From an optimization exercise on the open Yosys and OpenROAD flow, aimed at small area and a short achievable clock period; shortcuts taken in it are not production practice. RTL that was checked went through simulation tests only; none was proved equivalent to the original. Power figures rest on the tool's default switching activity, not on a simulated workload.

Design full_mult, start of the top module:
module full_mult
(
    input  [3:0] we,
    input  src_clk, rst,
    input  signed [7:0] data_m1_real, data_m1_imag, data_m2_real, data_m2_imag,
    input  [6:0] Dir_M1, Dir_M2,
    output signed [7:0] coefficient
);
==> module full_mult, before the edit <==
module full_mult
(
    input  [3:0] we,
    input  src_clk, rst,
    input  signed [7:0] data_m1_real, data_m1_imag, data_m2_real, data_m2_imag,
    input  [6:0] Dir_M1, Dir_M2,
    output signed [7:0] coefficient
);
reg [511:0] m1r, m1i, m2r, m2i;
integer w;
always @(posedge src_clk) begin
    for (w = 0; w < 64; w = w + 1) begin
        if (we[0] && Dir_M1[5:0] == w) m1r[8*w +: 8] <= data_m1_real;
        if (we[2] && Dir_M1[5:0] == w) m1i[8*w +: 8] <= data_m1_imag;
        if (we[1] && Dir_M2[5:0] == w) m2r[8*w +: 8] <= data_m2_real;
        if (we[3] && Dir_M2[5:0] == w) m2i[8*w +: 8] <= data_m2_imag;
    end
end
reg [6:0] n;
reg [7:0] ih, jh;    
always @(posedge src_clk or negedge rst) begin
    if (!rst) begin
        n  <= 7'd0;
        ih <= 8'd1;
        jh <= 8'd1;
    end else begin
        n  <= n + 7'd1;
        jh <= {jh[6:0], jh[7]};
        if (n[2:0] == 3'd7) ih <= {ih[6:0], ih[7]};
    end
end
reg [63:0] ar, ai, br, bi;
integer r;
always @(*) begin
    ar = 64'd0; ai = 64'd0; br = 64'd0; bi = 64'd0;
    for (r = 0; r < 8; r = r + 1) begin
        ar = ar | (m1r[64*r +: 64] & {64{ih[r]}});
        ai = ai | (m1i[64*r +: 64] & {64{ih[r]}});
        br = br | (m2r[64*r +: 64] & {64{jh[r]}});
        bi = bi | (m2i[64*r +: 64] & {64{jh[r]}});
    end
end
reg [63:0] s1_ar, s1_ai, s1_bx, s1_by;
reg s1_im;
always @(posedge src_clk) begin
    s1_ar <= ar;
    s1_ai <= ai;
    s1_bx <= n[6] ? bi : br;
    s1_by <= n[6] ? br : bi;
    s1_im <= n[6];
end
reg [63:0] s2_hx0, s2_hx1, s2_hy0, s2_hy1;
reg [7:0]  s2_cx, s2_cy;
reg s2_im;
wire [63:0] hx0, hx1, hy0, hy1;
wire [7:0]  cx, cy;
genvar g;
generate
    for (g = 0; g < 8; g = g + 1) begin : lane
        mulcs8 mx (.a(s1_ar[8*g +: 8]), .b(s1_bx[8*g +: 8]),
                   .h0(hx0[8*g +: 8]), .h1(hx1[8*g +: 8]), .c(cx[g]));
        mulcs8 my (.a(s1_ai[8*g +: 8]), .b(s1_by[8*g +: 8]),
                   .h0(hy0[8*g +: 8]), .h1(hy1[8*g +: 8]), .c(cy[g]));
    end
endgenerate
always @(posedge src_clk) begin
    s2_hx0 <= hx0; s2_hx1 <= hx1; s2_cx <= cx;
    s2_hy0 <= hy0; s2_hy1 <= hy1; s2_cy <= cy;
    s2_im  <= s1_im;
end
reg [63:0] px, py;
integer k;
always @(*) begin
    for (k = 0; k < 8; k = k + 1) begin
        px[8*k +: 8] = s2_hx0[8*k +: 8] + s2_hx1[8*k +: 8] + s2_cx[k];
        py[8*k +: 8] = s2_hy0[8*k +: 8] + s2_hy1[8*k +: 8] + s2_cy[k];
    end
end
reg [31:0] s3_x, s3_y;
reg s3_im;
integer q;
reg signed [8:0] sx, sy;
always @(posedge src_clk) begin
    for (q = 0; q < 4; q = q + 1) begin
        sx = $signed(px[16*q +: 8]) + $signed(px[16*q+8 +: 8]);
        sy = $signed(py[16*q +: 8]) + $signed(py[16*q+8 +: 8]);
        s3_x[8*q +: 8] <= sx[8:1];
        s3_y[8*q +: 8] <= sy[8:1];
    end
    s3_im <= s2_im;
end
reg signed [8:0] lx0, lx1, ly0, ly1, lx, ly;
reg [7:0] s4_x, s4_y;
reg s4_im;
always @(*) begin
    lx0 = $signed(s3_x[7:0])   + $signed(s3_x[15:8]);
    lx1 = $signed(s3_x[23:16]) + $signed(s3_x[31:24]);
    ly0 = $signed(s3_y[7:0])   + $signed(s3_y[15:8]);
    ly1 = $signed(s3_y[23:16]) + $signed(s3_y[31:24]);
    lx  = $signed(lx0[8:1]) + $signed(lx1[8:1]);
    ly  = $signed(ly0[8:1]) + $signed(ly1[8:1]);
end
always @(posedge src_clk) begin
    s4_x  <= lx[8:1];
    s4_y  <= ly[8:1];
    s4_im <= s3_im;
end
reg signed [8:0] fin;
reg [7:0] s5;
always @(*) begin
    if (s4_im) fin = $signed(s4_x) + $signed(s4_y);
    else       fin = $signed(s4_x) - $signed(s4_y);
end
always @(posedge src_clk)
    s5 <= fin[8:1];
assign coefficient = s5;
endmodule
export LEC_CHECK = 0
export ABC_CLOCK_PERIOD_IN_PS = 4000
export CAP_MARGIN = 20
export CORE_MARGIN = 2
export CORE_UTILIZATION = 45
export CTS_BUF_LIST = sky130_fd_sc_hd__clkbuf_16
export CTS_CLUSTER_DIAMETER = 60
export CTS_CLUSTER_SIZE = 30
export PLACE_DENSITY = 0.6
export SETUP_SLACK_MARGIN = 5
export SLEW_MARGIN = 20
create_clock -name core_clock -period 9.0 [get_ports {src_clk}]
run.sh (not shown) runs the stock make flow with config.mk's settings and CLKGATE_MAP_FILE= SYNTH_SCRIPT=/design/flow/synth_recipe.tcl, a recipe that flattens the netlist after the stock synthesis.
Rerun with:
--- a/flow/design.v
+++ b/flow/design.v
@@ -99,12 +99,24 @@
     output signed [7:0] coefficient
 );
+reg [3:0] wr_we;
+reg [5:0] wr_a1, wr_a2;
+reg [7:0] wr_d1r, wr_d1i, wr_d2r, wr_d2i;
+always @(posedge src_clk) begin
+    wr_we  <= we;
+    wr_a1  <= Dir_M1[5:0];
+    wr_a2  <= Dir_M2[5:0];
+    wr_d1r <= data_m1_real;
+    wr_d1i <= data_m1_imag;
+    wr_d2r <= data_m2_real;
+    wr_d2i <= data_m2_imag;
+end
 reg [511:0] m1r, m1i, m2r, m2i;
 integer w;
 always @(posedge src_clk) begin
     for (w = 0; w < 64; w = w + 1) begin
-        if (we[0] && Dir_M1[5:0] == w) m1r[8*w +: 8] <= data_m1_real;
-        if (we[2] && Dir_M1[5:0] == w) m1i[8*w +: 8] <= data_m1_imag;
-        if (we[1] && Dir_M2[5:0] == w) m2r[8*w +: 8] <= data_m2_real;
-        if (we[3] && Dir_M2[5:0] == w) m2i[8*w +: 8] <= data_m2_imag;
+        if (wr_we[0] && wr_a1 == w) m1r[8*w +: 8] <= wr_d1r;
+        if (wr_we[2] && wr_a1 == w) m1i[8*w +: 8] <= wr_d1i;
+        if (wr_we[1] && wr_a2 == w) m2r[8*w +: 8] <= wr_d2r;
+        if (wr_we[3] && wr_a2 == w) m2i[8*w +: 8] <= wr_d2i;
     end
 end
@@ -122,9 +134,25 @@
     end
 end
+reg [7:0] byp1r, byp1i, byp2r, byp2i;
+integer k;
+always @(*) begin
+    for (k = 0; k < 8; k = k + 1) begin
+        byp1r[k] = wr_we[0] && wr_a1 == k;
+        byp1i[k] = wr_we[2] && wr_a1 == k;
+        byp2r[k] = wr_we[1] && wr_a2 == k;
+        byp2i[k] = wr_we[3] && wr_a2 == k;
+    end
+end
 reg [63:0] ar, ai, br, bi;
 integer r;
 always @(*) begin
     ar = 64'd0; ai = 64'd0; br = 64'd0; bi = 64'd0;
-    for (r = 0; r < 8; r = r + 1) begin
+    for (k = 0; k < 8; k = k + 1) begin
+        ar[8*k +: 8] = (m1r[8*k +: 8] & {8{ih[0] & ~byp1r[k]}})  | (wr_d1r & {8{byp1r[k]}});
+        ai[8*k +: 8] = (m1i[8*k +: 8] & {8{ih[0] & ~byp1i[k]}}) | (wr_d1i & {8{byp1i[k]}});
+        br[8*k +: 8] = (m2r[8*k +: 8] & {8{jh[0] & ~byp2r[k]}})  | (wr_d2r & {8{byp2r[k]}});
+        bi[8*k +: 8] = (m2i[8*k +: 8] & {8{jh[0] & ~byp2i[k]}}) | (wr_d2i & {8{byp2i[k]}});
+    end
+    for (r = 1; r < 8; r = r + 1) begin
         ar = ar | (m1r[64*r +: 64] & {64{ih[r]}});
         ai = ai | (m1i[64*r +: 64] & {64{ih[r]}});
@@ -162,5 +190,4 @@
 end
 reg [63:0] px, py;
-integer k;
 always @(*) begin
     for (k = 0; k < 8; k = k + 1) begin
After rerunning:
- final area climbs by 3.2%
- critical path depth climbs by 1
- fmax climbs by 3.2%
- final cell count climbs by 1.8%
- wire length climbs by 4.7%
- power climbs by 5.7%
No functional check of the RTL was part of the first run of this note.

========
full_mult with an RTL version that a note above also has.
Size in the first run: roughly 120000 um^2 of cells after synthesis.
==> module full_mult, before the edit <==
module full_mult
(
    input  [3:0] we,
    input  src_clk, rst,
    input  signed [7:0] data_m1_real, data_m1_imag, data_m2_real, data_m2_imag,
    input  [6:0] Dir_M1, Dir_M2,
    output signed [7:0] coefficient
);
reg [3:0] wr_we;
reg [5:0] wr_a1, wr_a2;
reg [7:0] wr_d1r, wr_d1i, wr_d2r, wr_d2i;
always @(posedge src_clk) begin
    wr_we  <= we;
    wr_a1  <= Dir_M1[5:0];
    wr_a2  <= Dir_M2[5:0];
    wr_d1r <= data_m1_real;
    wr_d1i <= data_m1_imag;
    wr_d2r <= data_m2_real;
    wr_d2i <= data_m2_imag;
end
reg [511:0] m1r, m1i, m2r, m2i;
integer w;
always @(posedge src_clk) begin
    for (w = 0; w < 64; w = w + 1) begin
        if (wr_we[0] && wr_a1 == w) m1r[8*w +: 8] <= wr_d1r;
        if (wr_we[2] && wr_a1 == w) m1i[8*w +: 8] <= wr_d1i;
        if (wr_we[1] && wr_a2 == w) m2r[8*w +: 8] <= wr_d2r;
        if (wr_we[3] && wr_a2 == w) m2i[8*w +: 8] <= wr_d2i;
    end
end
reg [6:0] n;
reg [7:0] ih, jh;    
always @(posedge src_clk or negedge rst) begin
    if (!rst) begin
        n  <= 7'd0;
        ih <= 8'd1;
        jh <= 8'd1;
    end else begin
        n  <= n + 7'd1;
        jh <= {jh[6:0], jh[7]};
        if (n[2:0] == 3'd7) ih <= {ih[6:0], ih[7]};
    end
end
reg [7:0] byp1r, byp1i, byp2r, byp2i;
integer k;
always @(*) begin
    for (k = 0; k < 8; k = k + 1) begin
        byp1r[k] = wr_we[0] && wr_a1 == k;
        byp1i[k] = wr_we[2] && wr_a1 == k;
        byp2r[k] = wr_we[1] && wr_a2 == k;
        byp2i[k] = wr_we[3] && wr_a2 == k;
    end
end
reg [63:0] ar, ai, br, bi;
integer r;
always @(*) begin
    ar = 64'd0; ai = 64'd0; br = 64'd0; bi = 64'd0;
    for (k = 0; k < 8; k = k + 1) begin
        ar[8*k +: 8] = (m1r[8*k +: 8] & {8{ih[0] & ~byp1r[k]}})  | (wr_d1r & {8{byp1r[k]}});
        ai[8*k +: 8] = (m1i[8*k +: 8] & {8{ih[0] & ~byp1i[k]}}) | (wr_d1i & {8{byp1i[k]}});
        br[8*k +: 8] = (m2r[8*k +: 8] & {8{jh[0] & ~byp2r[k]}})  | (wr_d2r & {8{byp2r[k]}});
        bi[8*k +: 8] = (m2i[8*k +: 8] & {8{jh[0] & ~byp2i[k]}}) | (wr_d2i & {8{byp2i[k]}});
    end
    for (r = 1; r < 8; r = r + 1) begin
        ar = ar | (m1r[64*r +: 64] & {64{ih[r]}});
        ai = ai | (m1i[64*r +: 64] & {64{ih[r]}});
        br = br | (m2r[64*r +: 64] & {64{jh[r]}});
        bi = bi | (m2i[64*r +: 64] & {64{jh[r]}});
    end
end
reg [63:0] s1_ar, s1_ai, s1_bx, s1_by;
reg s1_im;
always @(posedge src_clk) begin
    s1_ar <= ar;
    s1_ai <= ai;
    s1_bx <= n[6] ? bi : br;
    s1_by <= n[6] ? br : bi;
    s1_im <= n[6];
end
reg [63:0] s2_hx0, s2_hx1, s2_hy0, s2_hy1;
reg [7:0]  s2_cx, s2_cy;
reg s2_im;
wire [63:0] hx0, hx1, hy0, hy1;
wire [7:0]  cx, cy;
genvar g;
generate
    for (g = 0; g < 8; g = g + 1) begin : lane
        mulcs8 mx (.a(s1_ar[8*g +: 8]), .b(s1_bx[8*g +: 8]),
                   .h0(hx0[8*g +: 8]), .h1(hx1[8*g +: 8]), .c(cx[g]));
        mulcs8 my (.a(s1_ai[8*g +: 8]), .b(s1_by[8*g +: 8]),
                   .h0(hy0[8*g +: 8]), .h1(hy1[8*g +: 8]), .c(cy[g]));
    end
endgenerate
always @(posedge src_clk) begin
    s2_hx0 <= hx0; s2_hx1 <= hx1; s2_cx <= cx;
    s2_hy0 <= hy0; s2_hy1 <= hy1; s2_cy <= cy;
    s2_im  <= s1_im;
end
reg [63:0] px, py;
always @(*) begin
    for (k = 0; k < 8; k = k + 1) begin
        px[8*k +: 8] = s2_hx0[8*k +: 8] + s2_hx1[8*k +: 8] + s2_cx[k];
        py[8*k +: 8] = s2_hy0[8*k +: 8] + s2_hy1[8*k +: 8] + s2_cy[k];
    end
end
reg [31:0] s3_x, s3_y;
reg s3_im;
integer q;
reg signed [8:0] sx, sy;
always @(posedge src_clk) begin
    for (q = 0; q < 4; q = q + 1) begin
        sx = $signed(px[16*q +: 8]) + $signed(px[16*q+8 +: 8]);
        sy = $signed(py[16*q +: 8]) + $signed(py[16*q+8 +: 8]);
        s3_x[8*q +: 8] <= sx[8:1];
        s3_y[8*q +: 8] <= sy[8:1];
    end
    s3_im <= s2_im;
end
reg signed [8:0] lx0, lx1, ly0, ly1, lx, ly;
reg [7:0] s4_x, s4_y;
reg s4_im;
always @(*) begin
    lx0 = $signed(s3_x[7:0])   + $signed(s3_x[15:8]);
    lx1 = $signed(s3_x[23:16]) + $signed(s3_x[31:24]);
    ly0 = $signed(s3_y[7:0])   + $signed(s3_y[15:8]);
    ly1 = $signed(s3_y[23:16]) + $signed(s3_y[31:24]);
    lx  = $signed(lx0[8:1]) + $signed(lx1[8:1]);
    ly  = $signed(ly0[8:1]) + $signed(ly1[8:1]);
end
always @(posedge src_clk) begin
    s4_x  <= lx[8:1];
    s4_y  <= ly[8:1];
    s4_im <= s3_im;
end
reg signed [8:0] fin;
reg [7:0] s5;
always @(*) begin
    if (s4_im) fin = $signed(s4_x) + $signed(s4_y);
    else       fin = $signed(s4_x) - $signed(s4_y);
end
always @(posedge src_clk)
    s5 <= fin[8:1];
assign coefficient = s5;
endmodule
Settings: LEC_CHECK=0, ABC_CLOCK_PERIOD_IN_PS=4000, CAP_MARGIN=20, CORE_MARGIN=2, CORE_UTILIZATION=60, CTS_BUF_LIST=sky130_fd_sc_hd__clkbuf_16, CTS_CLUSTER_DIAMETER=60, CTS_CLUSTER_SIZE=30, PLACE_DENSITY=0.75, SETUP_SLACK_MARGIN=5, SLEW_MARGIN=20; clock period 9.0 ns.
Edit:
--- a/flow/design.v
+++ b/flow/design.v
@@ -95,80 +95,78 @@
     input  [3:0] we,
     input  src_clk, rst,
     input  signed [7:0] data_m1_real, data_m1_imag, data_m2_real, data_m2_imag,
     input  [6:0] Dir_M1, Dir_M2,
     output signed [7:0] coefficient
 );
+reg [511:0] m1r, m1i, m2r, m2i;
 reg [3:0] wr_we;
 reg [5:0] wr_a1, wr_a2;
 reg [7:0] wr_d1r, wr_d1i, wr_d2r, wr_d2i;
 always @(posedge src_clk) begin
     wr_we  <= we;
     wr_a1  <= Dir_M1[5:0];
     wr_a2  <= Dir_M2[5:0];
     wr_d1r <= data_m1_real;
     wr_d1i <= data_m1_imag;
     wr_d2r <= data_m2_real;
     wr_d2i <= data_m2_imag;
 end
-reg [511:0] m1r, m1i, m2r, m2i;
 integer w;
 always @(posedge src_clk) begin
-    for (w = 0; w < 64; w = w + 1) begin
+    for (w = 0; w < 8; w = w + 1) begin
+        if (we[0] && Dir_M1[5:0] == w) m1r[8*w +: 8] <= data_m1_real;
+        if (we[2] && Dir_M1[5:0] == w) m1i[8*w +: 8] <= data_m1_imag;
+        if (we[1] && Dir_M2[5:0] == w) m2r[8*w +: 8] <= data_m2_real;
+        if (we[3] && Dir_M2[5:0] == w) m2i[8*w +: 8] <= data_m2_imag;
+    end
+    for (w = 8; w < 64; w = w + 1) begin
         if (wr_we[0] && wr_a1 == w) m1r[8*w +: 8] <= wr_d1r;
         if (wr_we[2] && wr_a1 == w) m1i[8*w +: 8] <= wr_d1i;
         if (wr_we[1] && wr_a2 == w) m2r[8*w +: 8] <= wr_d2r;
         if (wr_we[3] && wr_a2 == w) m2i[8*w +: 8] <= wr_d2i;
     end
 end
 reg [6:0] n;
-reg [7:0] ih, jh;    
+reg [7:0] ih, jh, ih2, jh2;
+reg sw;
+wire [6:0] n_next = n + 7'd1;
 always @(posedge src_clk or negedge rst) begin
     if (!rst) begin
-        n  <= 7'd0;
-        ih <= 8'd1;
-        jh <= 8'd1;
+        n   <= 7'd0;
+        ih  <= 8'd1;
+        jh  <= 8'd1;
+        ih2 <= 8'd1;
+        jh2 <= 8'd1;
+        sw  <= 1'b0;
     end else begin
-        n  <= n + 7'd1;
-        jh <= {jh[6:0], jh[7]};
+        n   <= n_next;
+        jh  <= {jh[6:0], jh[7]};
         if (n[2:0] == 3'd7) ih <= {ih[6:0], ih[7]};
-    end
-end
-reg [7:0] byp1r, byp1i, byp2r, byp2i;
-integer k;
-always @(*) begin
-    for (k = 0; k < 8; k = k + 1) begin
-        byp1r[k] = wr_we[0] && wr_a1 == k;
-        byp1i[k] = wr_we[2] && wr_a1 == k;
-        byp2r[k] = wr_we[1] && wr_a2 == k;
-        byp2i[k] = wr_we[3] && wr_a2 == k;
+        ih2 <= 8'd1 << n_next[5:3];
+        jh2 <= 8'd1 << n_next[2:0];
+        if (n[5:0] == 6'd63) sw <= ~sw;
     end
 end
 reg [63:0] ar, ai, br, bi;
 integer r;
 always @(*) begin
     ar = 64'd0; ai = 64'd0; br = 64'd0; bi = 64'd0;
-    for (k = 0; k < 8; k = k + 1) begin
-        ar[8*k +: 8] = (m1r[8*k +: 8] & {8{ih[0] & ~byp1r[k]}})  | (wr_d1r & {8{byp1r[k]}});
-        ai[8*k +: 8] = (m1i[8*k +: 8] & {8{ih[0] & ~byp1i[k]}}) | (wr_d1i & {8{byp1i[k]}});
-        br[8*k +: 8] = (m2r[8*k +: 8] & {8{jh[0] & ~byp2r[k]}})  | (wr_d2r & {8{byp2r[k]}});
-        bi[8*k +: 8] = (m2i[8*k +: 8] & {8{jh[0] & ~byp2i[k]}}) | (wr_d2i & {8{byp2i[k]}});
-    end
-    for (r = 1; r < 8; r = r + 1) begin
+    for (r = 0; r < 8; r = r + 1) begin
         ar = ar | (m1r[64*r +: 64] & {64{ih[r]}});
-        ai = ai | (m1i[64*r +: 64] & {64{ih[r]}});
+        ai = ai | (m1i[64*r +: 64] & {64{ih2[r]}});
         br = br | (m2r[64*r +: 64] & {64{jh[r]}});
-        bi = bi | (m2i[64*r +: 64] & {64{jh[r]}});
+        bi = bi | (m2i[64*r +: 64] & {64{jh2[r]}});
     end
 end
 reg [63:0] s1_ar, s1_ai, s1_bx, s1_by;
 reg s1_im;
 always @(posedge src_clk) begin
     s1_ar <= ar;
     s1_ai <= ai;
-    s1_bx <= n[6] ? bi : br;
+    s1_bx <= sw ? bi : br;
     s1_by <= n[6] ? br : bi;
     s1_im <= n[6];
 end
 reg [63:0] s2_hx0, s2_hx1, s2_hy0, s2_hy1;
 reg [7:0]  s2_cx, s2_cy;
 reg s2_im;
@@ -186,12 +184,13 @@
 always @(posedge src_clk) begin
     s2_hx0 <= hx0; s2_hx1 <= hx1; s2_cx <= cx;
     s2_hy0 <= hy0; s2_hy1 <= hy1; s2_cy <= cy;
     s2_im  <= s1_im;
 end
 reg [63:0] px, py;
+integer k;
 always @(*) begin
     for (k = 0; k < 8; k = k + 1) begin
         px[8*k +: 8] = s2_hx0[8*k +: 8] + s2_hx1[8*k +: 8] + s2_cx[k];
         py[8*k +: 8] = s2_hy0[8*k +: 8] + s2_hy1[8*k +: 8] + s2_cy[k];
     end
 end
=> The changed run went through all stages and came out clean. Via count decreases by 1.0%. Global-route usage is higher by 1.1 points. Combinational power goes up to 7.0 times its value. Register-to-register slack is better by 0.19 ns. Final area is lower by 0.95%. Synthesized area came out lower by 0.93%. Routed wire length increases by 2.9%. Utilization barely changes. Worst setup slack gains 0.099 ns. Sequential share of layout area increases by 0.95 points. Clock-buffer cell count came out lower by 4. Critical path depth falls by 4. Total power rose by 12%. Sequential power rises by about 4%.

==> static timing again, ports no longer ideal <==
In the flow no input, the clock included, has a driving cell. The finished layouts below were timed again as built, in two steps. Step 1, drivers: a clkbuf_16 drives src_clk and a buf_2 each remaining input, both assumed. Step 2 also shifts input and output timing later by t, the mid clock arrival at the registers, as if the neighbouring blocks saw the same clock. Three values: no drivers, after step 1, after step 2; two values: the first two.
| run | t, ns | setup WS [ns] | worst setup path after step 2 |
|---|---|---|---|
| the first run of note 1 | 0.939 | 5.133 / 5.192 / 4.254 | input to register |
| the second run of note 1 | 0.986 | 5.252 / 5.252 / 5.252 | register to register |
| the first run of note 2 | 0.940 | 5.407 / 5.407 / 5.407 | register to register |
| the second run of note 2 | 0.959 | 5.506 / 5.419 / 4.795 | input to register |
After both steps every run listed still meets setup and hold. The setup slack of the first run of note 1, which loses most, moves by +0.059 ns with the drivers and by -0.879 ns with both steps.
